Background: an optimization exercise with open tools, aiming at small area. Do not read the settings as production practice. In this exercise RTL edits were held to simulation tests only and were not proved equivalent to the original. Power figures rest on the tool's default switching activity, not on a simulated workload.

===== run.sh =====
#!/bin/bash
# synth_recipe.tcl (not shown) runs the flow's synth.tcl, then flattens the netlist and writes it again
# the make line also repeats each setting of config.mk as NAME=value (left out here)
make -C /OpenROAD-flow-scripts/flow DESIGN_CONFIG=/design/flow/config.mk WORK_HOME=/design/flow/orfs CLKGATE_MAP_FILE= SYNTH_SCRIPT=/design/flow/synth_recipe.tcl finish

===== config.mk =====
export PLATFORM = sky130hd
export DESIGN_NAME = core_pipeline
export DESIGN_NICKNAME = core_pipeline
export VERILOG_FILES = /design/flow/design.v
export SDC_FILE = /design/flow/constraint.sdc
export NUM_CORES = 4
export LEC_CHECK = 0
export CAP_MARGIN = 10
export CORE_MARGIN = 2
export CORE_UTILIZATION = 55
export PLACE_DENSITY = 0.7
export SLEW_MARGIN = 10
export SYNTH_HIERARCHICAL = 1

===== constraint.sdc =====
create_clock -name core_clock -period 6.0 [get_ports {clk}]
set_input_delay 1.2000 -clock core_clock [delete_from_list [all_inputs] [get_ports {clk}]]
set_output_delay 1.2000 -clock core_clock [all_outputs]
set_load 0.01 [all_outputs]

===== design.v =====
module cp_dec8(input en, input [2:0] a, output [7:0] y);
assign y = en ? (8'd1 << a) : 8'd0;
endmodule
module cp_ao3n(input [31:0] a, input [31:0] b, input [31:0] c, input [2:0] s, output [31:0] y);
assign y = ~(({32{s[0]}} & a) | ({32{s[1]}} & b) | ({32{s[2]}} & c));
endmodule
module cp_ao2n(input [31:0] a, input [31:0] b, input [1:0] s, output [31:0] y);
assign y = ~(({32{s[0]}} & a) | ({32{s[1]}} & b));
endmodule
module cp_ao2xn(input [31:0] a, input [31:0] b, input [1:0] s, input [31:0] x, output [31:0] y);
assign y = ~(({32{s[0]}} & a) | ({32{s[1]}} & b) | x);
endmodule
module cp_nand3(input [31:0] a, input [31:0] b, input [31:0] c, output [31:0] y);
assign y = ~(a & b & c);
endmodule
module cp_rdport(input [255:0] rf, input [7:0] s, output [31:0] y);
wire [31:0] y0, y1, y2;
cp_ao3n  u0(rf[  0+:32], rf[ 32+:32], rf[ 64+:32], s[2:0], y0);
cp_ao3n  u1(rf[ 96+:32], rf[128+:32], rf[160+:32], s[5:3], y1);
cp_ao2n  u2(rf[192+:32], rf[224+:32], s[7:6], y2);
cp_nand3 u3(y0, y1, y2, y);
endmodule
module cp_rdportx(input [255:0] rf, input [7:0] s, input [31:0] x, output [31:0] y);
wire [31:0] y0, y1, y2;
cp_ao3n  u0(rf[  0+:32], rf[ 32+:32], rf[ 64+:32], s[2:0], y0);
cp_ao3n  u1(rf[ 96+:32], rf[128+:32], rf[160+:32], s[5:3], y1);
cp_ao2xn u2(rf[192+:32], rf[224+:32], s[7:6], x, y2);
cp_nand3 u3(y0, y1, y2, y);
endmodule
module cp_ao4(input [31:0] a, input [31:0] b, input [31:0] c, input [31:0] d,
              input [3:0] s, output [31:0] y);
assign y = ({32{s[0]}} & a) | ({32{s[1]}} & b) | ({32{s[2]}} & c) | ({32{s[3]}} & d);
endmodule
module cp_lu(input [31:0] a, input [31:0] b, input [3:0] t, output [31:0] y);
genvar i;
generate for (i = 0; i < 32; i = i + 1) begin : g
    assign y[i] = t[{a[i], b[i]}];
end endgenerate
endmodule
module cp_carry(input [31:0] p, input [31:0] a, input cin, input en, output [31:0] c);
wire [31:0] g = a & ~p & {32{en}};
wire [8:0] bc;
assign bc[0] = cin & en;
genvar k;
generate for (k = 0; k < 8; k = k + 1) begin : blk
    wire [3:0] pp = p[4*k+3:4*k], gg = g[4*k+3:4*k];
    wire G1 = gg[1] | pp[1] & gg[0];
    wire G2 = gg[2] | pp[2] & G1;
    wire G3 = gg[3] | pp[3] & G2;
    wire P3 = &pp;
    assign bc[k+1] = G3 | P3 & bc[k];
    wire c1 = gg[0] | pp[0] & bc[k];
    wire c2 = gg[1] | pp[1] & c1;
    wire c3 = gg[2] | pp[2] & c2;
    assign c[4*k+3:4*k] = {c3, c2, c1, bc[k]};
end endgenerate
endmodule
module cp_ao2(input [31:0] a, input [31:0] b, input [1:0] s, output [31:0] y);
assign y = ({32{s[0]}} & a) | ({32{s[1]}} & b);
endmodule
module cp_xt(input [5:0] n, input L, input sh, input rel, input lc, input [9:0] relT, input [7:0] k, output [31:0] xt);
wire [4:0] m = n[4:0];
wire [3:0] gth, eqh;
wire [7:0] gtl;
genvar h, l, i;
generate
for (h = 0; h < 4; h = h + 1) begin : gh
    assign gth[h] = m[4:3] > h;
    assign eqh[h] = m[4:3] == h;
end
for (l = 0; l < 8; l = l + 1) begin : gl
    assign gtl[l] = L ? (m[2:0] > 7 - l) : (m[2:0] > l);
end
wire [3:0] G, E;
for (h = 0; h < 4; h = h + 1) begin : gg
    assign G[h] = sh & (n[5] | (L ? gth[3-h] : gth[h]));
    assign E[h] = sh & (L ? eqh[3-h] : eqh[h]);
end
for (i = 0; i < 32; i = i + 1) begin : gb
    wire mk = G[i/8] | (E[i/8] & gtl[i%8]);
    if (i < 8)       assign xt[i] = mk | (rel & relT[i]) | (lc & k[i]);
    else if (i < 10) assign xt[i] = mk | (rel & relT[i]);
    else             assign xt[i] = mk;
end
endgenerate
endmodule
module core_pipeline(
    input rstn,
    input clk,
    input halt_ext,
    output reg  [9:0]  pc_curr_if,
    input  wire [15:0] instr_rom_id,
    output reg         memRead_ex,
    output reg         memWrite_ex,
    output wire [15:0] addrRam_ex,
    output wire [31:0] wr_dataRam_ex,
    input  wire [31:0] dataRam_wb
);
integer i;
reg        rstn_seq, halt_seq;
reg [15:0] last_instr;
reg        last_nop;
reg        isPL_id;           
reg        isJmp_wb;
wire [15:0] b      = halt_seq ? last_instr : instr_rom_id;
wire        id_nop = halt_seq ? last_nop   : !rstn_seq;
always @(posedge clk) begin
    rstn_seq   <= rstn;
    halt_seq   <= halt_ext;
    last_instr <= b;
    last_nop   <= id_nop;
end
wire g0000   = b[15:12] == 4'b0000;
wire g0001   = b[15:12] == 4'b0001;
wire g0011   = b[15:12] == 4'b0011;
wire condGrp = b[15:13] == 3'b001;
wire isLoad  = b[15:11] == 5'b01000;
wire isStore = b[15:11] == 5'b01001;
wire isLoadC = b[15:11] == 5'b01010;
wire isArith = b[15:11] == 5'b01011;                
wire isF     = isArith & b[9];                       
wire isAS    = isArith & !b[9];                      
wire isLogic = b[15:12] == 4'b0110 && !(b[11] & b[10]);
wire isShR   = b[15:10] == 6'b011011;                
wire isShL   = b[15:9]  == 7'b0111000;
wire isShift = isShR | isShL;
wire isHalt  = b == 16'b0111_0010_0000_0000;
wire isJc    = condGrp & !b[11];
wire isRel   = g0001 | g0011 | isHalt;               
wire regWr   = isLoad | isLoadC | isArith | isLogic | isShift;
reg [2:0] op1;
always @(*) begin
    if (isLoad)                        op1 = b[2:0];
    else if (isStore)                  op1 = b[10:8];
    else if (isArith | isLogic)        op1 = b[5:3];
    else                               op1 = b[8:6];   
end
wire [2:0] op0 = (isLoad | isLoadC) ? b[10:8] : b[8:6];
reg q_if, q_id, q_ex, q_wb, qk_ex;
wire [6:0] kk    = (isPL_id | q_id) ? 7'd3 : q_if ? 7'h7b : 7'h7f;
wire [6:0] offk  = {b[5], b[5:0]} + kk;
wire [9:0] relT  = {{3{offk[6]}}, offk};
wire [5:0] n     = b[5:0];
reg  [255:0] rf;
wire [7:0]   s1sel, s2sel;
wire         en2 = !(isRel | isLoadC | isShift | isF);
cp_dec8 u_d1(1'b1, op1, s1sel);
cp_dec8 u_d2(en2, b[2:0], s2sel);
wire [31:0] xt;
cp_xt u_xt(n, isShL, isShift, isRel, isLoadC, relT, b[7:0], xt);
wire [31:0] S1, S2;
cp_rdport  u_p1(rf, s1sel, S1);
cp_rdportx u_p2(rf, s2sel, xt, S2);
wire fill = isShR & b[9] & S1[31];
reg [3:0] tt;
always @(*) begin
    if (isAS)             tt = b[10] ? 4'b1001 : 4'b0110;    
    else if (isRel)       tt = 4'b0110;                       
    else if (isShift)     tt = {fill, 1'b1, fill, 1'b0};      
    else if (isLogic)
        case (b[11:9])
            3'b000:  tt = 4'b1000;    
            3'b001:  tt = 4'b1110;    
            3'b010:  tt = 4'b0110;    
            3'b011:  tt = 4'b0111;    
            3'b100:  tt = 4'b0001;    
            default: tt = 4'b1001;    
        endcase
    else                  tt = 4'b1010;                       
end
wire [4:0] r = !isShift ? 5'd0 : isShL ? 5'd0 - n[4:0] : n[4:0];
wire flag = b[9] ^ (b[10] ? (S1 == 32'd0) : S1[31]);
wire jt   = g0000 | g0001 | isHalt | (isJc & flag);
reg [31:0] S1_ex, S2_ex;
reg [3:0]  tt_ex;
reg [4:0]  r_ex;
reg        as_ex;
reg        regWrite_ex, jt_ex;
reg [2:0]  op0_ex;
wire flush = !rstn | isJmp_wb | id_nop;
always @(posedge clk)
    if (!halt_ext) begin
        S1_ex       <= {S1[31:10], isRel ? pc_curr_if : S1[9:0]};
        S2_ex       <= S2;
        tt_ex       <= tt;
        r_ex        <= r;
        as_ex       <= isAS | isRel;
        op0_ex      <= op0;
        memRead_ex  <= !flush & (isLoad | isStore);
        memWrite_ex <= !flush & isStore;
        regWrite_ex <= !flush & regWr;
        jt_ex       <= !flush & jt;
        qk_ex       <= !flush & isPL_id & condGrp & !jt;
    end
assign addrRam_ex    = S1_ex[15:0];
assign wr_dataRam_ex = S2_ex;
wire [31:0] y;
cp_lu u_lu(S1_ex, S2_ex, tt_ex, y);
wire [3:0] rs1 = 4'd1 << r_ex[1:0];
wire [3:0] rs2 = 4'd1 << r_ex[3:2];
wire [1:0] rs3 = r_ex[4] ? 2'b10 : 2'b01;
wire [31:0] r1, r2, z;
cp_ao4 u_r1(y, {y[0], y[31:1]}, {y[1:0], y[31:2]}, {y[2:0], y[31:3]}, rs1, r1);
cp_ao4 u_r2(r1, {r1[3:0], r1[31:4]}, {r1[7:0], r1[31:8]}, {r1[11:0], r1[31:12]}, rs2, r2);
cp_ao2 u_r3(r2, {r2[15:0], r2[31:16]}, rs3, z);
wire [31:0] c;
cp_carry u_c(y, S1_ex, tt_ex[3], as_ex, c);    
wire [31:0] X_ex = z ^ c;
reg [31:0] X_wb;
reg [2:0]  op0_wb;
reg        regWrite_wb, load_wb;
always @(posedge clk)
    if (!halt_ext) begin
        X_wb        <= X_ex;
        op0_wb      <= op0_ex;
        load_wb     <= memRead_ex;
        regWrite_wb <= rstn & regWrite_ex;
        isJmp_wb    <= rstn & jt_ex & !isJmp_wb;
        isPL_id     <= !rstn | isJmp_wb;
        pc_curr_if  <= !rstn ? 10'd0 : isJmp_wb ? X_wb[9:0] :
                       pc_curr_if + (q_wb ? 10'd5 : q_if ? 10'h3fd : 10'd1);
        q_if        <= rstn & !isJmp_wb & q_wb;
        q_id        <= rstn & !isJmp_wb & q_if;
        q_ex        <= rstn & !isJmp_wb & q_id;
        q_wb        <= rstn & !isJmp_wb & (q_ex | qk_ex);
    end
wire [31:0] D;
wire [7:0]  wsel;
cp_ao2  u_d(dataRam_wb, X_wb, {rstn & !load_wb, rstn & load_wb}, D);
cp_dec8 u_dw(regWrite_wb, op0_wb, wsel);
always @(posedge clk)
    for (i = 0; i < 8; i = i + 1)
        if (!rstn || wsel[i]) rf[i*32 +: 32] <= D;
endmodule

==> results of run 1 <==
==> worst reg2reg max path, stage by stage (launching register included) <==
cell and delay, ns:
dfxtp_1 0.32, buf_4 0.23, mux2i_1 0.33, clkinv_1 0.14, a21oi_1 0.15, a21oi_1 0.10, a21oi_2 0.26, mux2_2 0.38
a21o_1 0.25, nor4b_4 1.14, buf_4 0.42, a222oi_1 0.15, nand3_1 0.21, nor4_1 0.09, nand4_1 0.10, o31ai_1 0.08
buf_4 0.15, xnor2_1 0.14, nor3_1 0.07, o21ba_2 0.23
==> power breakdown <==
group	switching, mW	internal [mW]
registers	0.259	3.58
logic	1.09	0.686
clock network	1.15	1.64
total	2.50	5.91
==> synthesized netlist by cell type (all sizes together) (6+ instances only) <==
cell type,number
a21o,8
a21oi,42
a221oi,33
a222oi,128
a22o,68
a22oi,169
a31oi,19
and2,21
and4b,10
and4bb,9
buf,170
clkbuf,20
dfxtp,19
edfxtp,391
ha,7
inv,28
mux2,24
mux2i,19
mux4,32
nand2,116
nand2b,15
nand3,86
nand3b,8
nand4,6
nor2,29
nor2b,14
nor3,13
nor4,12
o211ai,9
o21ai,51
o22ai,6
o31ai,11
xnor2,11
xor2,34
==> per-module statistics from Yosys (local to each module, per instance), a selection <==
module         times used  cell area [um2]  flip-flops and latches  cells inside
core_pipeline           1            14400                     410           739
cp_carry                1              998                       0           159
cp_xt                   1              920                       0           140
cp_lu                   1              781                       0            44
cp_ao4                  2              679                       0           108
cp_ao2xn                1              531                       0            38
cp_ao3n                 4              403                       0            41
cp_ao2                  2              350                       0            38
cp_ao2n                 1              289                       0            38
cp_nand3                2              160                       0            32
cp_dec8                 3             95.1                       0             8
==> per-layer routing <==
metal,up-vias,part of all wire (%)
met3,189,13
met1,8196,38
met2,1323,45
li1,7121,-
met4,6,3.3
met5,-,0.052
==> worst paths after layout <==
kind                         start   endpoint  slack (ns)  cells after the start
hold reg to reg          op0_ex[0]  op0_wb[0]        0.42                      0
setup / recovery  instr_rom_id[12]      jt_ex        0.47                     19
hold / removal           op0_ex[0]  op0_wb[0]        0.42                      0
setup reg to reg          halt_seq      jt_ex        0.83                     19
==> cell usage in the layout (no fill, tap or decap), types with 8 or more instances in the layout <==
master,synthesis,routed
xor2_1,34,34
xnor2_1,11,11
mux2_2,16,16
nor4_1,11,11
a21o_1,8,8
nand2_1,116,116
o21ai_0,47,47
nor2b_1,13,8
clkdlybuf4s50_1,0,110
nor2_1,29,27
and2_1,21,21
o31ai_1,10,10
a22o_1,64,64
nor3_1,12,12
o211ai_1,9,9
nand3_1,86,86
buf_4,66,49
mux2_4,8,8
a31oi_1,18,18
a221oi_2,31,31
conb_1,1,8
a21oi_1,41,41
inv_1,26,25
clkinv_1,2,10
mux2i_1,17,17
clkinv_2,0,8
edfxtp_1,391,391
mux4_2,32,32
nand2b_2,0,8
a222oi_1,128,128
clkbuf_16,0,47
dfxtp_1,19,19
a22oi_1,169,169
==> state kept, by name, summed over array words and instances, names as in the netlist, 3 cells and up <==
name / count
S2_ex: 32
op0_wb: 3
rf: 256
tt_ex: 4
X_wb: 32
r_ex: 5
S1_ex: 32
pc_curr_if: 10
op0_ex: 3
last_instr: 16
==> through the flow <==
step                      utilization (%)  hold slack (ns)  std cells  worst slack, ns  power, mW
after floorplan                         -            0.400       1709             1.29       4.98
after global placement               57.9            0.404       2206            0.114       5.58
after detailed placement             57.9            0.409       2206           0.0434       5.61
after CTS                            61.6            0.423       2288            0.609       8.37
after global routing                 61.6            0.423       2288            0.228       8.66
final                                61.6            0.422       2289            0.475       8.41
==> cell type report <==
class	instances	share of cell area, %
sequential	410	49.4
tap	525	2.68
clock buffer	54	4.90
inverter	30	0.479
clock inverter	28	1.12
multi-input combinational	1079	35.2
antenna	1	0.0102
timing repair buffer	162	6.23
==> kinds of logic (layout without fill, tap and decap cells) <==
family / Yosys count / after routing / share of synthesized area (%)
compound gates: 577 / 577 / 21.7
xor+xnor: 45 / 45 / 1.78
fa+ha+maj: 7 / 7 / 0.395
buf+inv: 220 / 274 / 6.89
flops: 410 / 410 / 54.6
mux: 75 / 75 / 5.49
other cells: 1 / 9 / 0.0169
simple gates: 367 / 367 / 9.12
==> flow_metrics.py, run 1 <==
metrics = {
    "setup_path": {
        "cp_data_arrival_time_ns": 5.87,
        "worst_ep_required_time_ns": 6.35,
        "startpoint_type": "primary input",
        "worstPathMaxFanout": 18,
        "path_delay_family": "simple AND/OR/NAND/NOR gates",
        "worst_setup_path_end_kind": "flop",
        "critical_path_class": "in -> reg",
        "critical_path_buf_inv_count": 4,
        "timing.critical_path.cells": "clkdlybuf4s50_1 > mux2i_1 > clkinv_1 > a21oi_1 > a21oi_1 > a21oi_2 > mux2_2 > a21o_1 > nor4b_4 > buf_4 > a222oi_1 > nand3_1 > nor4_1 > nand4_1 > o31ai_1 > buf_4 > xnor2_1 > nor3_1 > o21ba_2",
        "worst_path_max_delay_cell": "nor4b_4",
        "slowest_delay_ns": 1.14,
    },
    "logic_synthesis": {
        "synth_enable_flop_cells": 391,
        "synth_area_per_cell_um2": 13.0,
        "synth_cell_types": 91,
        "synth-main-ff-cell": "edfxtp_1",
        "synthesized_netlist_cell_count": 1702,
        "synth_area_leaders": "edfxtp_1 (53%), a222oi_1 (5.8%), a22oi_1 (5.7%)",
        "cell_taking_the_most_area_after_synthesis": "edfxtp_1",
        "share_of_synthesized_registers_carrying_an_async_set_or_reset_pct": 0,
        "netlist_area_before_placement_mm2": 0.0222,
        "seq_area_frac_synth_pct": 54.6,
        "portion_of_synthesized_cell_area_occupied_by_the_leading_cell_type_pct": 52.9,
        "total_of_flip_flops_plus_latches_after_synthesis": 410,
        "synthesis.yosys.warnings": 7,
    },
    "finish": {
        "sequential_cell_area_mm2": 0.0121,
        "drive_above_1_share_pct": 15.1,
        "area_growth_pct": 10.6,
        "fillers": 3072,
        "multi_input_area_mm2": 0.00863,
        "fin_area_mm2": 0.0245,
        "nets": 1786,
    },
    "timing": {
        "fin_crit_sh_pct": 92.1,
        "tightestPinTransition_ns": 1.33,
        "final_hold_viol_count": 0,
        "final.setup_skew_ns": 0.0266,
        "setup_repair_after_global_routing_missed_its_margin": "false",
        "number_of_pins_with_negative_max_slew_slack_in_the_final_report": 0,
        "fmaxAchievable_mhz": 181,
        "final.setup.tns_ns": 0,
        "fin_crit_ns": 5.53,
        "finalSetupViolations": 0,
        "timing.slew.headroom_pct": 10.7,
    },
    "job": {
        "max_cap_violations": 0,
    },
    "routing": {
        "route.detailed.wl_per_inst_um": 30.2,
        "count_of_antenna_violating_nets_left_after_detailed_routing": 0,
        "totalWireLength_um": 69200,
        "viasPerCell": 7.35,
        "detailroute.via_count": 16800,
        "route.detailed.drc": 0,
        "detailedRoute.firstPassIterationCount": 11,
        "drt_iter0_markers": 3207,
    },
    "floorplan": {
        "placeableCoreArea_mm2": 0.0398,
        "start_util_pct": 55.7,
        "top_level_ports": 111,
        "die_x_um": 205,
        "floorplan.rows": 73,
        "die_area_mm2": 0.0420,
        "die_h_um": 205,
    },
    "power": {
        "power_density_mw_per_mm2": 343,
        "static-leakage-power_nw": 8.79,
        "vdd_drop_max_v": 0.000220,
    },
    "place": {
        "hpwl_dp_um": 45900,
        "placedInstanceArea_mm2": 0.0231,
        "numPortBuffers": 110,
        "place_congestion": 0.955,
    },
    "cts": {
        "clock_tree_from_tritoncts": "yes",
        "cts.repair_timing.setup_buffer_count": 0,
        "cts_inserted_buffers": 45,
        "clock_sink_count": 410,
        "clkLatencyLatePin_ns": 0.59,
        "cts_root_buffer": "clkbuf_16",
        "ctsHoldBuffers": 0,
        "max-clock-path-buffers": 3,
        "cts_resized": 0,
        "post_cts_clock_slew_at_the_launch_and_capture_registers_of_the_worst_setup_and_hold_paths_ns": 0.06,
        "cts.htree.levels": 2,
    },
    "global_routing": {
        "grt-ovfl-total": 0,
        "grt_pass1_vias": 15400,
        "pin_count_of_the_biggest_net_entering_global_routing": 68,
        "antenna_found_initial": 5,
        "grt_first_pass_wirelength_um": 101000,
        "global_route.usage.met1_pct": 46.7,
        "layer_carrying_the_most_global_route_usage": "met2",
        "gr-usage-met2_pct": 50.3,
        "gr-usage-all-layers_pct": 32.8,
        "grtUsageMet3_pct": 6.97,
    },
    "hold_path": {
        "timing.hold.worst.class": "reg -> reg",
    },
    "status": {
        "status": "no timing/DRC/antenna violations",
    },
}
==> inputs of run 2 (changes only) <==
--- a/design.v
+++ b/design.v
@@ -6,9 +6,6 @@
 endmodule
 module cp_ao2n(input [31:0] a, input [31:0] b, input [1:0] s, output [31:0] y);
 assign y = ~(({32{s[0]}} & a) | ({32{s[1]}} & b));
-endmodule
-module cp_ao2xn(input [31:0] a, input [31:0] b, input [1:0] s, input [31:0] x, output [31:0] y);
-assign y = ~(({32{s[0]}} & a) | ({32{s[1]}} & b) | x);
 endmodule
 module cp_nand3(input [31:0] a, input [31:0] b, input [31:0] c, output [31:0] y);
 assign y = ~(a & b & c);
@@ -20,12 +17,12 @@
 cp_ao2n  u2(rf[192+:32], rf[224+:32], s[7:6], y2);
 cp_nand3 u3(y0, y1, y2, y);
 endmodule
-module cp_rdportx(input [255:0] rf, input [7:0] s, input [31:0] x, output [31:0] y);
+module cp_rdportx(input [255:0] rf, input [7:0] s, input [31:0] xn, output [31:0] y);
 wire [31:0] y0, y1, y2;
 cp_ao3n  u0(rf[  0+:32], rf[ 32+:32], rf[ 64+:32], s[2:0], y0);
 cp_ao3n  u1(rf[ 96+:32], rf[128+:32], rf[160+:32], s[5:3], y1);
-cp_ao2xn u2(rf[192+:32], rf[224+:32], s[7:6], x, y2);
-cp_nand3 u3(y0, y1, y2, y);
+cp_ao2n  u2(rf[192+:32], rf[224+:32], s[7:6], y2);
+cp_nand4 u3(y0, y1, y2, xn, y);
 endmodule
 module cp_ao4(input [31:0] a, input [31:0] b, input [31:0] c, input [31:0] d,
               input [3:0] s, output [31:0] y);
@@ -58,10 +55,10 @@
 module cp_ao2(input [31:0] a, input [31:0] b, input [1:0] s, output [31:0] y);
 assign y = ({32{s[0]}} & a) | ({32{s[1]}} & b);
 endmodule
-module cp_xt(input [5:0] n, input L, input sh, input rel, input lc, input [9:0] relT, input [7:0] k, output [31:0] xt);
+module cp_xtdec(input [5:0] n, input L, input sh, input rel, input lc, input [9:0] relT, input [7:0] k,
+                output [3:0] G, output [3:0] E, output [7:0] gtl, output [9:0] Gx);
 wire [4:0] m = n[4:0];
 wire [3:0] gth, eqh;
-wire [7:0] gtl;
 genvar h, l, i;
 generate
 for (h = 0; h < 4; h = h + 1) begin : gh
@@ -71,18 +68,21 @@
 for (l = 0; l < 8; l = l + 1) begin : gl
     assign gtl[l] = L ? (m[2:0] > 7 - l) : (m[2:0] > l);
 end
-wire [3:0] G, E;
 for (h = 0; h < 4; h = h + 1) begin : gg
     assign G[h] = sh & (n[5] | (L ? gth[3-h] : gth[h]));
     assign E[h] = sh & (L ? eqh[3-h] : eqh[h]);
 end
-for (i = 0; i < 32; i = i + 1) begin : gb
-    wire mk = G[i/8] | (E[i/8] & gtl[i%8]);
-    if (i < 8)       assign xt[i] = mk | (rel & relT[i]) | (lc & k[i]);
-    else if (i < 10) assign xt[i] = mk | (rel & relT[i]);
-    else             assign xt[i] = mk;
+for (i = 0; i < 10; i = i + 1) begin : gx
+    if (i < 8) assign Gx[i] = G[i/8] | (rel & relT[i]) | (lc & k[i]);
+    else       assign Gx[i] = G[i/8] | (rel & relT[i]);
 end
 endgenerate
+endmodule
+module cp_a21oi(input [31:0] a, input [31:0] b, input [31:0] c, output [31:0] y);
+assign y = ~((a & b) | c);
+endmodule
+module cp_nand4(input [31:0] a, input [31:0] b, input [31:0] c, input [31:0] d, output [31:0] y);
+assign y = ~(a & b & c & d);
 endmodule
 module core_pipeline(
     input rstn,
@@ -146,11 +146,22 @@
 wire         en2 = !(isRel | isLoadC | isShift | isF);
 cp_dec8 u_d1(1'b1, op1, s1sel);
 cp_dec8 u_d2(en2, b[2:0], s2sel);
-wire [31:0] xt;
-cp_xt u_xt(n, isShL, isShift, isRel, isLoadC, relT, b[7:0], xt);
+wire [3:0]  xG, xE;
+wire [7:0]  xgtl;
+wire [9:0]  xGx;
+cp_xtdec u_xd(n, isShL, isShift, isRel, isLoadC, relT, b[7:0], xG, xE, xgtl, xGx);
+reg  [31:0] xa, xb, xc;
+always @(*)
+    for (i = 0; i < 32; i = i + 1) begin
+        xa[i] = xE[i/8];
+        xb[i] = xgtl[i%8];
+        xc[i] = (i < 10) ? xGx[i] : xG[i/8];
+    end
+wire [31:0] xtn;
+cp_a21oi u_xt(xa, xb, xc, xtn);
 wire [31:0] S1, S2;
 cp_rdport  u_p1(rf, s1sel, S1);
-cp_rdportx u_p2(rf, s2sel, xt, S2);
+cp_rdportx u_p2(rf, s2sel, xtn, S2);
 wire fill = isShR & b[9] & S1[31];
 reg [3:0] tt;
 always @(*) begin
--- a/config.mk
+++ b/config.mk
@@ -8,6 +8,9 @@
 export CAP_MARGIN = 10
 export CORE_MARGIN = 2
 export CORE_UTILIZATION = 55
+export CTS_BUF_LIST = sky130_fd_sc_hd__clkbuf_8
+export CTS_CLUSTER_DIAMETER = 50
+export CTS_CLUSTER_SIZE = 12
 export PLACE_DENSITY = 0.7
 export SLEW_MARGIN = 10
 export SYNTH_HIERARCHICAL = 1
==> run 2 against run 1 <==
Cell count is 1.4% lower; register-to-register slack lost 0.40 ns; critical path depth unchanged; design area shrank 3.4%; sequential power increased by 1%; flip-flop and latch count unchanged; highest routed layer unchanged; total power decreased by 11%; setup slack got worse by 0.22 ns; synthesized area decreased by 2.1%; still clean; clock skew up 0.0075 ns; routed wire length is 0.85% higher.
==> flow_metrics.py, run 2 <==
metrics = {
    "status": {
        "status": "no timing/DRC/antenna violations",
    },
    "timing": {
        "final.setup_skew_ns": 0.0341,
        "fmaxAchievable_mhz": 174,
        "tightestPinTransition_ns": 1.28,
        "setup_repair_after_global_routing_missed_its_margin": "false",
        "number_of_pins_with_negative_max_slew_slack_in_the_final_report": 0,
        "fin_crit_ns": 5.75,
        "final_hold_viol_count": 0,
        "finalSetupViolations": 0,
        "finalWorstSetupSlack_ns": 0.250,
        "fin_crit_sh_pct": 95.8,
        "timing.slew.headroom_pct": 14.4,
        "final.setup.tns_ns": 0,
    },
    "cts": {
        "ctsHoldBuffers": 0,
        "cts.repair_timing.setup_buffer_count": 0,
        "clock_sink_count": 410,
        "post_cts_clock_slew_at_the_launch_and_capture_registers_of_the_worst_setup_and_hold_paths_ns": 0.08,
        "cts.htree.levels": 2,
        "cts_resized": 0,
        "clock_tree_from_tritoncts": "yes",
        "cts_inserted_buffers": 45,
        "cts_root_buffer": "clkbuf_8",
        "clkLatencyLatePin_ns": 0.63,
        "max-clock-path-buffers": 3,
    },
    "hold_path": {
        "timing.hold.worst.class": "reg -> reg",
        "worst_hold_startpoint": "op0_ex[0]",
        "whs_path_depth": 0,
        "timing.hold.worst_endpoint": "op0_wb[0]",
    },
    "finish": {
        "nets": 1777,
        "fin_area_mm2": 0.0237,
        "drive_above_1_share_pct": 15.3,
        "top_register": "rf",
        "mostFrequentLayoutCells": "edfxtp_1 (391), a22oi_1 (192), a222oi_1 (128), nand2_1 (115), clkdlybuf4s50_1 (110)",
        "area_growth_pct": 9.07,
        "layout.cells.most_common": "edfxtp_1",
        "largest_register_ffs": 256,
    },
    "setup_path": {
        "timing.rr.end": "jt_ex",
        "cp_data_arrival_time_ns": 6.14,
        "worst_setup_path_end_kind": "flop",
        "critical_path_class": "in -> reg",
        "worst_ep_required_time_ns": 6.39,
        "startpoint_type": "primary input",
        "worstPathMaxFanout": 32,
        "r2r_slack_ns": 0.43,
        "timing.reg2reg.worst_path_depth": 18,
        "regToRegStartpoint": "halt_seq",
    },
    "floorplan": {
        "die_x_um": 203,
        "die_area_mm2": 0.0411,
        "floorplan.rows": 72,
        "start_util_pct": 56.0,
        "top_level_ports": 111,
        "placeableCoreArea_mm2": 0.0388,
        "die_h_um": 203,
    },
    "place": {
        "numPortBuffers": 110,
        "hpwl_dp_um": 46800,
        "placedInstanceArea_mm2": 0.0229,
        "detailedPlace.worstSlack_ns": -0.153,
        "place_congestion": 0.995,
    },
    "power": {
        "p_sw_mw": 2.39,
        "static-leakage-power_nw": 8.42,
        "post-layout-total-power_mw": 7.47,
        "swShare_pct": 32.0,
        "power_density_mw_per_mm2": 315,
        "p_comb_share_pct": 23.8,
        "power.clock.fraction_pct": 24.1,
        "power.share.sequential_pct": 52.1,
        "vdd_drop_max_v": 0.000205,
        "internal-power_mw": 5.08,
    },
    "logic_synthesis": {
        "synth_area_leaders": "edfxtp_1 (54%), a22oi_1 (6.6%), a222oi_1 (5.9%)",
        "synth-main-ff-cell": "edfxtp_1",
        "post-synth-top-count-cell": "edfxtp_1",
        "synthesis.yosys.warnings": 7,
        "synth_area_per_cell_um2": 13.2,
        "portion_of_synthesized_cell_area_occupied_by_the_leading_cell_type_pct": 54.0,
        "share_of_synthesized_registers_carrying_an_async_set_or_reset_pct": 0,
        "seq_area_frac_synth_pct": 55.8,
        "synthTopCellsByCount": "edfxtp_1 (391), a22oi_1 (192), a222oi_1 (128)",
        "synth_enable_flop_cells": 391,
        "netlist_area_before_placement_mm2": 0.0217,
        "synthesized_netlist_cell_count": 1652,
        "total_of_flip_flops_plus_latches_after_synthesis": 410,
        "synth_cell_types": 87,
        "cell_taking_the_most_area_after_synthesis": "edfxtp_1",
    },
    "routing": {
        "count_of_antenna_violating_nets_left_after_detailed_routing": 0,
        "detailroute.via_count": 16700,
        "route.detailed.drc": 0,
        "detailedRoute.firstPassIterationCount": 12,
        "drt_iter0_markers": 3524,
        "viasPerCell": 7.41,
        "totalWireLength_um": 69800,
        "route.detailed.wl_per_inst_um": 31.0,
    },
    "job": {
        "max_cap_violations": 0,
    },
    "global_routing": {
        "grt-ovfl-total": 0,
        "gr-usage-all-layers_pct": 33.5,
        "antenna_found_initial": 4,
        "grt_first_pass_wirelength_um": 102000,
        "grt_pass1_vias": 15600,
        "pin_count_of_the_biggest_net_entering_global_routing": 104,
    },
}
==> run 2: worst max-delay path by stage <==
| stage | from | end | slack, ns | depth (start not counted) |
|---|---|---|---|---|
| after floorplan | instr_rom_id[11] | jt_ex | 1.29 | 17 |
| after global placement | instr_rom_id[12] | jt_ex | -0.09 | 19 |
| after detailed placement | instr_rom_id[12] | jt_ex | -0.15 | 19 |
| after CTS | instr_rom_id[12] | jt_ex | 0.45 | 19 |
| after global routing | instr_rom_id[12] | jt_ex | 0.04 | 19 |
| final | instr_rom_id[12] | jt_ex | 0.25 | 19 |
==> run 2: power by group through the flow <==
| stage | combinational, mW | clock [mW] | sequential, mW |
|---|---|---|---|
| 2_1_floorplan | 1.15 | 0 | 3.79 |
| 3_3_place_gp | 1.69 | 0 | 3.93 |
| 3_5_place_dp | 1.71 | 0 | 3.93 |
| 4_1_cts | 1.72 | 1.82 | 3.87 |
| 5_1_grt | 1.87 | 1.92 | 3.91 |
| 6_report | 1.77 | 1.80 | 3.89 |
==> run 2: critical path: stages <==
cell and delay, ns:
clkdlybuf4s50_1 0.41, mux2i_1 0.23, clkinv_1 0.12, a21oi_1 0.15, a21oi_1 0.11, a21oi_2 0.27, mux2i_1 0.15, mux2i_1 0.60
and4bb_1 0.33, buf_12 0.19, a222oi_1 0.35, nand3_1 0.20, nor4_1 0.50, nand4_1 0.31, o31ai_1 0.39, buf_4 0.18
xnor2_1 0.11, nor3_1 0.08, o21ba_2 0.22
==> run 2: per-module statistics from Yosys (local to each module, per instance), excerpt <==
module	flops+latches	cells	area, um2	times used
cp_ao2n	0	38	289	2
cp_ao4	0	108	679	2
cp_dec8	0	8	95.1	3
cp_xtdec	0	58	385	1
cp_a21oi	0	32	280	1
cp_ao2	0	38	350	2
==> run 2: per-layer routing <==
metal	share of wire (%)	global-route usage, %	wire length (um)
met1	39	48.6	27000
met2	43	49.4	30300
met3	14	7.99	9620
met4	4.1	11.9	2870
met5	0.019	0	13
==> run 2: layout make-up <==
type	count	area, um2
fillers	2980	15100
clock buffers	46	633
flip-flops and latches	410	12100
clock inverters	19	169
multi-input cells	1065	8430
inverters	27	106
repair buffers	170	1600
well taps	518	648
diodes	1	2.50
==> run 2: kinds of logic (layout without fill, tap and decap cells) <==
group / Yosys count / after routing / share of synthesized area [%]
xor+xnor: 45 / 45 / 1.81
fa+ha+maj: 7 / 7 / 0.403
buf+inv: 184 / 262 / 5.99
flops: 410 / 410 / 55.8
mux: 75 / 75 / 5.61
simple gates: 368 / 368 / 9.52
compound gates: 562 / 562 / 20.9
other cells: 1 / 9 / 0.0173
==> run 2: stage by stage <==
| step | util (%) | hold WS, ns | instances |
|---|---|---|---|
| 2_1_floorplan | - | 0.400 | 1659 |
| 3_3_place_gp | 58.9 | 0.403 | 2190 |
| 3_5_place_dp | 58.9 | 0.420 | 2190 |
| 4_1_cts | 61.0 | 0.427 | 2255 |
| 5_1_grt | 61.1 | 0.445 | 2255 |
| 6_report | 61.1 | 0.425 | 2256 |
==> inputs of run 3 (changes only) <==
--- a/config.mk
+++ b/config.mk
@@ -7,10 +7,10 @@
 export LEC_CHECK = 0
 export CAP_MARGIN = 10
 export CORE_MARGIN = 2
-export CORE_UTILIZATION = 55
+export CORE_UTILIZATION = 60
 export CTS_BUF_LIST = sky130_fd_sc_hd__clkbuf_8
 export CTS_CLUSTER_DIAMETER = 50
 export CTS_CLUSTER_SIZE = 12
-export PLACE_DENSITY = 0.7
+export PLACE_DENSITY = 0.75
 export SLEW_MARGIN = 10
 export SYNTH_HIERARCHICAL = 1
==> run 3 against run 2 <==
Utilization up 5.1 points; die area fell by 8.2%; synthesized area stayed put; synthesized cell count stayed put; combinational power about the same; cell count is 2.4% lower; design area decreased by 0.44%; total power down 0.84%; maximum frequency up 2.2%; critical endpoint unchanged.
==> flow_metrics.py, run 3 <==
metrics = {
    "status": {
        "status": "no timing/DRC/antenna violations",
    },
    "logic_synthesis": {
        "netlist_area_before_placement_mm2": 0.0217,
        "cell_taking_the_most_area_after_synthesis": "edfxtp_1",
        "portion_of_synthesized_cell_area_occupied_by_the_leading_cell_type_pct": 54.0,
        "synth_area_per_cell_um2": 13.2,
        "total_of_flip_flops_plus_latches_after_synthesis": 410,
        "synth_area_leaders": "edfxtp_1 (54%), a22oi_1 (6.6%), a222oi_1 (5.9%)",
        "synthTopCellsByCount": "edfxtp_1 (391), a22oi_1 (192), a222oi_1 (128)",
        "synthesized_netlist_cell_count": 1652,
        "synth_enable_flop_cells": 391,
        "seq_area_frac_synth_pct": 55.8,
        "share_of_synthesized_registers_carrying_an_async_set_or_reset_pct": 0,
        "post-synth-top-count-cell": "edfxtp_1",
        "synthesis.yosys.warnings": 7,
        "synth-main-ff-cell": "edfxtp_1",
        "synth_cell_types": 87,
    },
    "routing": {
        "route.detailed.wl_per_inst_um": 30.7,
        "route.detailed.drc": 0,
        "count_of_antenna_violating_nets_left_after_detailed_routing": 0,
        "totalWireLength_um": 67600,
        "drt_iter0_markers": 3693,
        "detailroute.via_count": 16900,
        "detailedRoute.firstPassIterationCount": 27,
        "viasPerCell": 7.70,
    },
    "setup_path": {
        "timing.reg2reg.worst_path_depth": 18,
        "startpoint_type": "primary input",
        "worst_setup_path_end_kind": "flop",
        "worstPathMaxFanout": 32,
        "slowest_delay_ns": 0.58,
        "timing.critical_path.cells": "clkdlybuf4s50_1 > mux2_2 > nor3_1 > a21oi_1 > a21oi_2 > mux2i_1 > mux2i_1 > and4bb_1 > buf_12 > a222oi_1 > nand3_1 > nor4_1 > buf_4 > nand4_1 > o31ai_1 > buf_4 > xnor2_1 > nor3_1 > o21ba_2",
        "worst_path_max_delay_cell": "mux2i_1",
        "worst_ep_required_time_ns": 6.37,
        "cp_data_arrival_time_ns": 5.99,
        "critical_path_class": "in -> reg",
    },
    "cts": {
        "clkLatencyLatePin_ns": 0.62,
        "cts.repair_timing.setup_buffer_count": 0,
        "cts.htree.levels": 2,
        "clock_tree_from_tritoncts": "yes",
        "post_cts_clock_slew_at_the_launch_and_capture_registers_of_the_worst_setup_and_hold_paths_ns": 0.08,
        "max-clock-path-buffers": 3,
        "cts_resized": 0,
        "clock_sink_count": 410,
        "cts_root_buffer": "clkbuf_8",
        "ctsHoldBuffers": 0,
        "cts_inserted_buffers": 46,
    },
    "power": {
        "swShare_pct": 32.1,
        "p_sw_mw": 2.37,
        "internal-power_mw": 5.03,
        "power.clock.fraction_pct": 24.0,
        "vdd_drop_max_v": 0.000148,
        "p_comb_share_pct": 23.9,
        "power_density_mw_per_mm2": 314,
        "power.share.sequential_pct": 52.1,
        "static-leakage-power_nw": 8.38,
    },
    "timing": {
        "hold_ws_ns": 0.416,
        "final_hold_viol_count": 0,
        "tightestPinTransition_ns": 1.40,
        "timing.slew.headroom_pct": 6.81,
        "fmaxAchievable_mhz": 178,
        "finalSetupViolations": 0,
        "number_of_pins_with_negative_max_slew_slack_in_the_final_report": 0,
        "fin_crit_sh_pct": 93.7,
        "fin_crit_ns": 5.62,
        "final.setup_skew_ns": 0.0272,
        "setup_repair_after_global_routing_missed_its_margin": "false",
    },
    "floorplan": {
        "die_x_um": 194,
        "placeableCoreArea_mm2": 0.0357,
        "top_level_ports": 111,
        "floorplan.rows": 69,
        "die_area_mm2": 0.0378,
        "start_util_pct": 61.0,
        "die_h_um": 194,
    },
    "place": {
        "place_congestion": 0.984,
        "place.detailed.instances": 2127,
        "numPortBuffers": 110,
        "hpwl_dp_um": 44800,
    },
    "finish": {
        "nets": 1773,
        "area_growth_pct": 8.59,
        "largest_register_ffs": 256,
        "top_register": "rf",
        "layout.cells.most_common": "edfxtp_1",
        "stdcell_count": 2201,
        "drive_above_1_share_pct": 15.2,
        "mostFrequentLayoutCells": "edfxtp_1 (391), a22oi_1 (192), a222oi_1 (128), nand2_1 (115), clkdlybuf4s50_1 (110)",
    },
    "global_routing": {
        "grt_first_pass_wirelength_um": 98800,
        "antenna_found_initial": 4,
        "pin_count_of_the_biggest_net_entering_global_routing": 100,
        "grt_pass1_vias": 15600,
        "grt-ovfl-total": 0,
        "gr-usage-all-layers_pct": 34.9,
    },
    "hold_path": {
        "whs_path_depth": 0,
        "timing.hold.worst.class": "reg -> reg",
    },
    "job": {
        "max_cap_violations": 0,
    },
}
-- run 3: cell counts after synthesis --
No cell type changed its count.
-- run 3: power by group through the flow --
stage / registers, mW / clock network, mW / logic, mW
4_1_cts: 3.84 / 1.78 / 1.71
3_5_place_dp: 3.90 / 0 / 1.70
6_report: 3.85 / 1.78 / 1.77
5_1_grt: 3.88 / 1.88 / 1.85
3_3_place_gp: 3.89 / 0 / 1.67
2_1_floorplan: 3.79 / 0 / 1.15
-- run 3: worst paths after layout --
check / start / end / slack, ns
setup / recovery: instr_rom_id[13] / jt_ex / 0.38
hold / removal: op0_ex[2] / op0_wb[2] / 0.42
setup reg to reg: halt_seq / jt_ex / 0.55
hold reg to reg: op0_ex[2] / op0_wb[2] / 0.42
-- run 3: area by class of cell --
class,instances,area (um2)
flip-flops and latches,410,12100
fillers,2518,12100
multi-input cells,1065,8410
repair buffers,165,1570
clock buffers,48,661
well taps,461,577
clock inverters,23,150
inverters,27,106
diodes,2,5.00
-- run 3: per-module statistics from Yosys (local to each module, per instance), a selection --
| module | area, um2 | flip-flops and latches |
|---|---|---|
| cp_a21oi | 280 | 0 |
| cp_ao3n | 403 | 0 |
| cp_xtdec | 385 | 0 |
| core_pipeline | 14400 | 410 |
| cp_ao4 | 679 | 0 |
| cp_dec8 | 95.1 | 0 |
| cp_ao2n | 289 | 0 |
| cp_nand4 | 200 | 0 |
| cp_carry | 998 | 0 |
| cp_nand3 | 160 | 0 |
| cp_lu | 781 | 0 |
-- run 3: routing by layer --
metal / up-vias / part of all wire [%] / global-route usage, %
li1: 7020 / - / -
met1: 8127 / 36 / 49.0
met2: 1562 / 44 / 52.9
met3: 234 / 15 / 8.87
met4: 2 / 4.5 / 13.0
met5: - / 0.019 / 0
-- run 3: cell families (layout without fill, tap and decap cells) --
kind of cell	after synthesis	count (layout)	synth area share [%]
compound gates	562	562	20.9
flops	410	410	55.8
fa+ha+maj	7	7	0.403
simple gates	368	368	9.52
other cells	1	10	0.0173
xor+xnor	45	45	1.81
mux	75	75	5.61
buf+inv	184	263	5.99
-- run 3: critical path, delay by kind of cell --
kind | cells | cell delay, ns
xor gates and xnor gates | 1 | 0.12
muxes | 3 | 1.01
buffers and inverters | 4 | 0.97
and+or+nand+nor | 6 | 1.47
AOI/OAI and AO/OA | 5 | 1.20
-- run 3: through the flow --
| stage | TNS (ns) | setup slack, ns | instance area (um2) | util [%] | total power, mW |
|---|---|---|---|---|---|
| after floorplan | 0 | 1.29 | 21800 | - | 4.94 |
| after global placement | 0 | 0.0663 | 22800 | 63.8 | 5.56 |
| after detailed placement | -0.133 | -0.0869 | 22800 | 63.8 | 5.60 |
| after CTS | 0 | 0.543 | 23600 | 66.1 | 7.32 |
| after global routing | 0 | 0.124 | 23600 | 66.2 | 7.61 |
| final | 0 | 0.377 | 23600 | 66.2 | 7.40 |
==> inputs of run 4 (changes only) <==
--- a/config.mk
+++ b/config.mk
@@ -7,10 +7,10 @@
 export LEC_CHECK = 0
 export CAP_MARGIN = 10
 export CORE_MARGIN = 2
-export CORE_UTILIZATION = 60
+export CORE_UTILIZATION = 55
 export CTS_BUF_LIST = sky130_fd_sc_hd__clkbuf_8
-export CTS_CLUSTER_DIAMETER = 50
-export CTS_CLUSTER_SIZE = 12
-export PLACE_DENSITY = 0.75
+export CTS_CLUSTER_DIAMETER = 55
+export CTS_CLUSTER_SIZE = 15
+export PLACE_DENSITY = 0.7
 export SLEW_MARGIN = 10
 export SYNTH_HIERARCHICAL = 1
==> run 4 against run 3 <==
Clock-buffer cell count fell by 9; clock power fell by 2%; design area rose by 0.17%; maximum frequency barely moved; sequential power rose by 1%; highest routed layer is now met4; still clean; critical endpoint unchanged; total power barely moved.
==> flow_metrics.py, run 4 <==
metrics = {
    "finish": {
        "nets": 1770,
        "drive_above_1_share_pct": 15.0,
        "mostFrequentLayoutCells": "edfxtp_1 (391), a22oi_1 (192), a222oi_1 (128), nand2_1 (115), clkdlybuf4s50_1 (110)",
        "layout.cells.most_common": "edfxtp_1",
        "largest_register_ffs": 256,
        "area_growth_pct": 8.78,
        "fillers": 2966,
        "fin_area_mm2": 0.0236,
        "number_of_inserted_diodes": 0,
        "top_register": "rf",
    },
    "logic_synthesis": {
        "seq_area_frac_synth_pct": 55.8,
        "cell_taking_the_most_area_after_synthesis": "edfxtp_1",
        "synth-main-ff-cell": "edfxtp_1",
        "total_of_flip_flops_plus_latches_after_synthesis": 410,
        "synth_enable_flop_cells": 391,
        "synthesized_netlist_cell_count": 1652,
        "post-synth-top-count-cell": "edfxtp_1",
        "synthTopCellsByCount": "edfxtp_1 (391), a22oi_1 (192), a222oi_1 (128)",
        "synth_cell_types": 87,
        "synth_area_leaders": "edfxtp_1 (54%), a22oi_1 (6.6%), a222oi_1 (5.9%)",
        "share_of_synthesized_registers_carrying_an_async_set_or_reset_pct": 0,
        "netlist_area_before_placement_mm2": 0.0217,
        "synthesis.yosys.warnings": 7,
        "portion_of_synthesized_cell_area_occupied_by_the_leading_cell_type_pct": 54.0,
        "synth_area_per_cell_um2": 13.2,
    },
    "hold_path": {
        "worst_hold_startpoint": "op0_ex[0]",
        "timing.hold.worst_endpoint": "op0_wb[0]",
        "whs_path_depth": 0,
        "timing.hold.worst.class": "reg -> reg",
    },
    "routing": {
        "count_of_antenna_violating_nets_left_after_detailed_routing": 0,
        "viasPerCell": 7.46,
        "totalWireLength_um": 69900,
        "drt_iter0_markers": 3640,
        "detailroute.via_count": 16800,
        "route.detailed.drc": 0,
        "detailedRoute.firstPassIterationCount": 12,
        "route.detailed.wl_per_inst_um": 31.1,
    },
    "setup_path": {
        "cp-startpoint": "instr_rom_id[12]",
        "critical_path_class": "in -> reg",
        "worst-path-stages": 19,
        "startpoint_type": "primary input",
        "slowest_delay_ns": 0.50,
        "path_delay_family": "compound AO/OA/AOI/OAI gates",
        "worst_ep_required_time_ns": 6.39,
        "worstPathMaxFanout": 32,
        "r2r_slack_ns": 0.54,
        "critPathMostFrequentCell": "a21oi_1",
        "worst_setup_path_end_kind": "flop",
        "critical_path_buf_inv_count": 4,
        "worst_path_max_delay_cell": "nor4_1",
        "timing.reg2reg.worst_path_depth": 18,
        "timing.critical_path.cells": "clkdlybuf4s50_1 > mux2i_1 > clkinv_1 > a21oi_1 > a21oi_1 > a21oi_2 > mux2_2 > a21o_1 > and4b_1 > buf_12 > a222oi_1 > nand3_1 > nor4_1 > nand4_1 > o31ai_1 > buf_4 > xnor2_1 > nor3_1 > o21ba_2",
        "cp_data_arrival_time_ns": 6.01,
        "timing.rr.end": "jt_ex",
        "regToRegStartpoint": "halt_seq",
    },
    "floorplan": {
        "top_level_ports": 111,
        "floorplan.rows": 72,
        "placeableCoreArea_mm2": 0.0388,
        "start_util_pct": 56.0,
        "die_area_mm2": 0.0411,
        "die_h_um": 203,
        "die_x_um": 203,
    },
    "cts": {
        "cts_root_buffer": "clkbuf_8",
        "clock_tree_from_tritoncts": "yes",
        "post_cts_clock_slew_at_the_launch_and_capture_registers_of_the_worst_setup_and_hold_paths_ns": 0.09,
        "max-clock-path-buffers": 3,
        "ctsHoldBuffers": 0,
        "cts_inserted_buffers": 38,
        "cts.htree.levels": 2,
        "clkLatencyLatePin_ns": 0.66,
        "clock_sink_count": 410,
    },
    "power": {
        "swShare_pct": 32.1,
        "static-leakage-power_nw": 8.37,
        "power_density_mw_per_mm2": 313,
        "power.clock.fraction_pct": 23.5,
        "p_sw_mw": 2.38,
        "internal-power_mw": 5.02,
        "p_comb_share_pct": 24.0,
        "vdd_drop_max_v": 0.000207,
        "power.share.sequential_pct": 52.5,
    },
    "global_routing": {
        "gr-usage-all-layers_pct": 33.6,
        "antenna_found_initial": 2,
        "pin_count_of_the_biggest_net_entering_global_routing": 104,
        "grt_pass1_vias": 15500,
        "grt-ovfl-total": 0,
        "grt_first_pass_wirelength_um": 102000,
    },
    "timing": {
        "fin_crit_sh_pct": 93.7,
        "fmaxAchievable_mhz": 178,
        "final_hold_viol_count": 0,
        "final.setup_skew_ns": 0.0616,
        "finalSetupViolations": 0,
        "setup_repair_after_global_routing_missed_its_margin": "false",
        "tightestPinTransition_ns": 1.29,
        "finalWorstSetupSlack_ns": 0.376,
        "number_of_pins_with_negative_max_slew_slack_in_the_final_report": 0,
        "fin_crit_ns": 5.62,
        "timing.slew.headroom_pct": 12.8,
    },
    "place": {
        "place_congestion": 0.995,
        "numPortBuffers": 110,
        "hpwl_dp_um": 46800,
        "placedInstanceArea_mm2": 0.0229,
        "detailedPlace.worstSlack_ns": -0.153,
    },
    "job": {
        "max_cap_violations": 0,
    },
    "status": {
        "status": "no timing/DRC/antenna violations",
    },
}
run 4: cell types whose count changed in the layout (fill, tap and decap cells not counted), sizes merged:
cell      change
buf           +5
bufinv        +3
clkbuf        -9
clkinv        +1
clkinvlp      -6
diode         -2
inv           -3
run 4: modules after synthesis, one instance, submodules excluded, excerpt:
module,cells,area (um2),flops+latches,copies in the design
core_pipeline,739,14400,410,1
cp_nand4,32,200,0,1
cp_ao2,38,350,0,2
cp_ao3n,41,403,0,4
cp_dec8,8,95.1,0,3
cp_a21oi,32,280,0,1
cp_lu,44,781,0,1
cp_ao2n,38,289,0,2
cp_ao4,108,679,0,2
cp_nand3,32,160,0,1
cp_xtdec,58,385,0,1
cp_carry,159,998,0,1
run 4: per-stage QoR:
stage                     hold WS (ns)  power, mW  cells  setup TNS, ns  util (%)
final                            0.429       7.41   2247              0      60.9
after global routing             0.450       7.65   2247              0      60.9
after CTS                        0.430       7.35   2247              0      60.8
after detailed placement         0.420       5.64   2190         -0.257      58.9
after global placement           0.403       5.62   2190         -0.126      58.9
after floorplan                  0.400       4.94   1659              0         -
run 4: layout make-up:
class	instances	area [um2]	share of cell area, %
Timing Repair Buffer	170	1600	6.77
Clock inverter	18	200	0.847
Tap cell	518	648	2.74
Clock buffer	39	537	2.27
Sequential cell	410	12100	51.3
Inverter	27	106	0.450
Multi-Input combinational cell	1065	8430	35.7
run 4: logic make-up (layout without fill, tap and decap cells):
logic type	after synthesis	in the layout	share of synthesized area [%]
compound gates	562	562	20.9
buf+inv	184	254	5.99
simple gates	368	368	9.52
flops	410	410	55.8
xor+xnor	45	45	1.81
other cells	1	8	0.0173
fa+ha+maj	7	7	0.403
mux	75	75	5.61
run 4: what timing repair did:
item	in CTS	in global routing
setup endpoints to repair	0	1
buffers inserted	0	0
endpoints found under the hold margin	0	0
resized for setup	0	1
run 4: how the worst max path moves through the flow:
stage               slack (ns)     to
floorplan                 1.29  jt_ex
global placement         -0.09  jt_ex
detailed placement       -0.15  jt_ex
CTS                       0.50  jt_ex
global route              0.13  jt_ex
finish                    0.38  jt_ex
run 4: power groups by stage:
| stage | logic (mW) | clock network, mW | registers [mW] |
|---|---|---|---|
| after detailed placement | 1.71 | 0 | 3.93 |
| after global placement | 1.69 | 0 | 3.93 |
| final | 1.77 | 1.74 | 3.89 |
| after CTS | 1.72 | 1.76 | 3.87 |
| after global routing | 1.87 | 1.87 | 3.91 |
| after floorplan | 1.15 | 0 | 3.79 |
run 4: routing by layer:
metal  wire (um)  global-route usage (%)  part of all wire (%)  vias up
li1            -                       -                     -     6982
met1       27000                    48.6                    39     8228
met2       30800                    49.8                    44     1364
met3        9430                    8.36                    13      182
met4        2600                    11.7                   3.7        0
met5           0                       0                     0        -
run 4: worst register-to-register path, stage by stage, from the launching register on:
cell and delay (ns):
dfxtp_1 0.70, mux2i_1 0.36, clkinv_1 0.13, a21oi_1 0.14, a21oi_1 0.10, a21oi_2 0.26
mux2_2 0.39, a21o_1 0.25, and4b_1 0.26, buf_12 0.18, a222oi_1 0.41, nand3_1 0.20
nor4_1 0.50, nand4_1 0.34, o31ai_1 0.41, buf_4 0.19, xnor2_1 0.11, nor3_1 0.08
o21ba_2 0.22

==> separate check: timing with driven ports <==
How much do the figures lean on ideal ports? The routed layouts below were timed once more, with nothing changed but the port constraints. Step 1 assumes that a clkbuf_16 drives the clock port and a buf_2 every other input. Step 2, shift: input delay + t, output delay - t, t = (earliest + latest rising clock arrival at the registers) / 2. This alone moves slack from input paths to output paths. a / b / c = ideal ports / drivers / drivers and shift; a / b = the first two.
run	shift t [ns]	setup slack, ns	worst setup path after step 2	clock arrival spread, ns	worst register clock-pin slew, ns
run 1	0.639	0.475 / 0.510 / -0.130	input to register	0.027 / 0.027	0.06 / 0.06
run 2	0.669	0.250 / 0.280 / -0.389	input to register	0.034 / 0.035	0.09 / 0.09
run 3	0.662	0.377 / 0.408 / -0.254	input to register	0.031 / 0.030	0.08 / 0.08
run 4	0.687	0.376 / 0.407 / -0.280	input to register	0.062 / 0.062	0.10 / 0.10
With both steps, setup timing fails in every run listed, where it was met with ideal ports. The setup slack of run 4, which loses most, moves by +0.031 ns with the drivers and by -0.656 ns with both steps.
